This design comes from an exercise in tuning for small area and a short achievable clock period on the open sky130 flow, not from production work.
Only simulation tests tie the RTL to the original design; equivalence was not proved.
No activity file was given, so power comes from the tool's default toggle rates.

// schoolbook
module schoolbook(clk, rst, a, b, c);
input clk;
input rst;
input [282:0] a;
input [282:0] b;
output [565:0] c;
reg  [282:0] am;
reg  [282:0] hi;
reg  [282:0] lo;
reg  [8:0]   count;
reg          first;
reg          done;
wire         bn = first ? b[1] : lo[1];
wire [282:0] g0 = hi & am;
wire [282:0] p0 = hi ^ am;
wire g1_1 = g0[1] | (p0[1] & g0[0]);
wire p1_1 = p0[1] & p0[0];
wire g1_3 = g0[3] | (p0[3] & g0[2]);
wire p1_3 = p0[3] & p0[2];
wire g1_5 = g0[5] | (p0[5] & g0[4]);
wire p1_5 = p0[5] & p0[4];
wire g1_7 = g0[7] | (p0[7] & g0[6]);
wire p1_7 = p0[7] & p0[6];
wire g1_9 = g0[9] | (p0[9] & g0[8]);
wire p1_9 = p0[9] & p0[8];
wire g1_11 = g0[11] | (p0[11] & g0[10]);
wire p1_11 = p0[11] & p0[10];
wire g1_13 = g0[13] | (p0[13] & g0[12]);
wire p1_13 = p0[13] & p0[12];
wire g1_15 = g0[15] | (p0[15] & g0[14]);
wire p1_15 = p0[15] & p0[14];
wire g1_17 = g0[17] | (p0[17] & g0[16]);
wire p1_17 = p0[17] & p0[16];
wire g1_19 = g0[19] | (p0[19] & g0[18]);
wire p1_19 = p0[19] & p0[18];
wire g1_21 = g0[21] | (p0[21] & g0[20]);
wire p1_21 = p0[21] & p0[20];
wire g1_23 = g0[23] | (p0[23] & g0[22]);
wire p1_23 = p0[23] & p0[22];
wire g1_25 = g0[25] | (p0[25] & g0[24]);
wire p1_25 = p0[25] & p0[24];
wire g1_27 = g0[27] | (p0[27] & g0[26]);
wire p1_27 = p0[27] & p0[26];
wire g1_29 = g0[29] | (p0[29] & g0[28]);
wire p1_29 = p0[29] & p0[28];
wire g1_31 = g0[31] | (p0[31] & g0[30]);
wire p1_31 = p0[31] & p0[30];
wire g1_33 = g0[33] | (p0[33] & g0[32]);
wire p1_33 = p0[33] & p0[32];
wire g1_35 = g0[35] | (p0[35] & g0[34]);
  ...
For scale: ~3,700 cells after synthesis, ~860 flip-flops, ~1,100 I/O pins, about 43,000 µm² of cells after synthesis.
clock: 14.0 ns
lec_check: 0
cap_margin: 20
core_area: 5 5 395 395
die_area: 0 0 400 400
place_density: 0.6
slew_margin: 40
standard.sh (not shown) runs the stock make flow with config.mk's settings and CLKGATE_MAP_FILE= SYNTH_SCRIPT=/design/flow/synth_recipe.tcl, a recipe that flattens the netlist after the stock synthesis.
==> flow/flow/run.sh <==
#!/bin/bash
set -euo pipefail
bash standard.sh SETUP_SLACK_MARGIN=9.75 BUFFER_PORTS_ARGS="-buffer_cell sky130_fd_sc_hd__buf_1" finish > standard.log 2>&1
Rerun with:
==> flow/flow/run.sh (replaced) <==
#!/bin/bash
set -euo pipefail
bash standard.sh SETUP_SLACK_MARGIN=10 BUFFER_PORTS_ARGS="-buffer_cell sky130_fd_sc_hd__buf_1" finish > standard.log 2>&1
- CTS_CLUSTER_DIAMETER: not set -> 60
- CTS_CLUSTER_SIZE: not set -> 30
=>
- The new run went through all stages and came out clean
- final area rises by 12%
- area after synthesis stays the same
- power rises by 8.5%
- hold slack degrades by 24 ps
- count of clock-buffer cells in the layout falls by 32
- clock skew falls by 26 ps
Rerun with:
==> flow/flow/run.sh (replaced) <==
#!/bin/bash
set -euo pipefail
bash standard.sh SETUP_SLACK_MARGIN=9.75 BUFFER_PORTS_ARGS="-buffer_cell sky130_fd_sc_hd__buf_1" CTS_ARGS="-sink_clustering_enable -repair_clock_nets -dont_use_dummy_load" finish > standard.log 2>&1
- CTS_CLUSTER_DIAMETER: 60 -> not set
- CTS_CLUSTER_SIZE: 30 -> not set
- PLACE_DENSITY: 0.6 -> 0.35
- The changed run completed without violations
- global-route usage climbs by 0.35 points
- area after synthesis stays the same
- routed wire length falls by 1.4%
- total power went down by about 12%
- final area decreases by 12%
- setup slack is better by 200 ps
Rerun with:
==> flow/flow/run.sh (replaced) <==
#!/bin/bash
set -euo pipefail
bash standard.sh SETUP_SLACK_MARGIN=9 BUFFER_PORTS_ARGS="-buffer_cell sky130_fd_sc_hd__buf_1" finish > standard.log 2>&1
- CORE_AREA: 5 5 395 395 -> not set
- CORE_MARGIN: not set -> 2
- CORE_UTILIZATION: not set -> 50
- DIE_AREA: 0 0 400 400 -> not set
- PLACE_DENSITY: 0.35 -> 0.6
The changed run failed in I/O pin placement.
Synthesized area is unchanged.
Synthesized cell count stays the same.
Rerun with:
==> flow/flow/run.sh (replaced) <==
#!/bin/bash
set -euo pipefail
bash standard.sh SETUP_SLACK_MARGIN=9.75 BUFFER_PORTS_ARGS="-buffer_cell sky130_fd_sc_hd__buf_1" CTS_ARGS="-sink_clustering_enable -repair_clock_nets -dont_use_dummy_load" finish > standard.log 2>&1
- CORE_AREA: not set -> 5 5 395 395
- CORE_MARGIN: 2 -> not set
- CORE_UTILIZATION: 50 -> not set
- DIE_AREA: not set -> 0 0 400 400
- PLACE_DENSITY: 0.6 -> 0.35
- TNS_END_PERCENT: not set -> 30
What happened: Now the flow finished with timing, DRC and antenna clean; synthesized area stays the same; synthesized cell count does not change.
Rerun with:
==> flow/flow/run.sh (replaced) <==
#!/bin/bash
set -euo pipefail
bash standard.sh SETUP_SLACK_MARGIN=10 BUFFER_PORTS_ARGS="-buffer_cell sky130_fd_sc_hd__buf_1" finish > standard.log 2>&1
- PLACE_DENSITY: 0.35 -> 0.6
- TNS_END_PERCENT: 30 -> not set
=> Wire length goes up by about 2%; synthesized cell count is unchanged; register-to-register slack loses 20 ps; worst hold slack stays flat; via count goes up by about 10%.

schoolbook again, from the RTL that the note above started with.
export LEC_CHECK = 0
export CAP_MARGIN = 20
export CORE_AREA = 5 5 395 395
export DIE_AREA = 0 0 400 400
export PLACE_DENSITY = 0.45
export SLEW_MARGIN = 40
create_clock -name core_clock -period 14.0 [get_ports {clk}]
==> flow/flow/run.sh <==
#!/bin/bash
set -euo pipefail
bash standard.sh SETUP_SLACK_MARGIN=9.75 BUFFER_PORTS_ARGS="-buffer_cell sky130_fd_sc_hd__buf_1" finish > standard.log 2>&1
Rerun with:
==> flow/flow/run.sh (replaced) <==
#!/bin/bash
set -euo pipefail
bash standard.sh SETUP_SLACK_MARGIN=9.75 BUFFER_PORTS_ARGS="-buffer_cell sky130_fd_sc_hd__buf_1" CTS_ARGS="-sink_clustering_enable -repair_clock_nets -dont_use_dummy_load -sink_clustering_size 30 -sink_clustering_max_diameter 100" finish > standard.log 2>&1
Settings changed: PLACE_DENSITY 0.45 to 0.35.
=> Sequential share of layout area climbs by 2.7 points; wire length climbs by 1.3%; final cell count drops by 2.6%; setup slack improves by 0.028 ns; total power drops by 16%; hold slack improves by 0.0036 ns; clock skew climbs by 0.045 ns; via count drops by 3.8%; core utilization drops by 2.2 points.

[re-timing with driven ports]
The flow's constraints put no driver on any port. The routed layouts listed below were extracted and timed again, unchanged, in two steps. Step 1 assumes that a clkbuf_16 drives the clock port and a buf_2 every other input. Step 2 adds t to the input delays and takes it off the output delays; t is the mean of the earliest and latest rising clock arrival at the registers after step 1. Input paths then give back, and output paths get back, about the clock's delay inside the block. Three values: no drivers, after step 1, after step 2; two values: the first two.
run | t, ns | setup slack, ns | worst hold slack (ns) | worst setup path after step 2 | worst data-port slew with drivers (ns)
the first run of note 1 | 0.760 | 9.620 / 9.545 / 9.188 | 0.511 / 0.511 / 0.511 | input to register | 0.33
the second run of note 1 | 0.781 | 9.553 / 9.483 / 9.359 | 0.487 / 0.487 / 0.487 | input to register | 0.46
the third run of note 1 | 0.770 | 9.753 / 9.670 / 9.210 | 0.489 / 0.489 / 0.489 | input to register | 0.25
the fifth run of note 1 | 0.770 | 9.659 / 9.575 / 9.252 | 0.489 / 0.489 / 0.489 | input to register | 0.25
the sixth run of note 1 | 0.787 | 9.646 / 9.571 / 9.346 | 0.487 / 0.487 / 0.487 | input to register | 0.42
the first run of note 2 | 0.793 | 9.721 / 9.639 / 9.216 | 0.493 / 0.493 / 0.493 | input to register | 0.30
the second run of note 2 | 0.731 | 9.749 / 9.663 / 9.322 | 0.496 / 0.496 / 0.496 | input to register | 0.25
After both steps setup and hold are still met in every run listed. For the third run of note 1, which loses most, drivers alone change the setup slack by -0.083 ns; drivers and shift together by -0.543 ns.
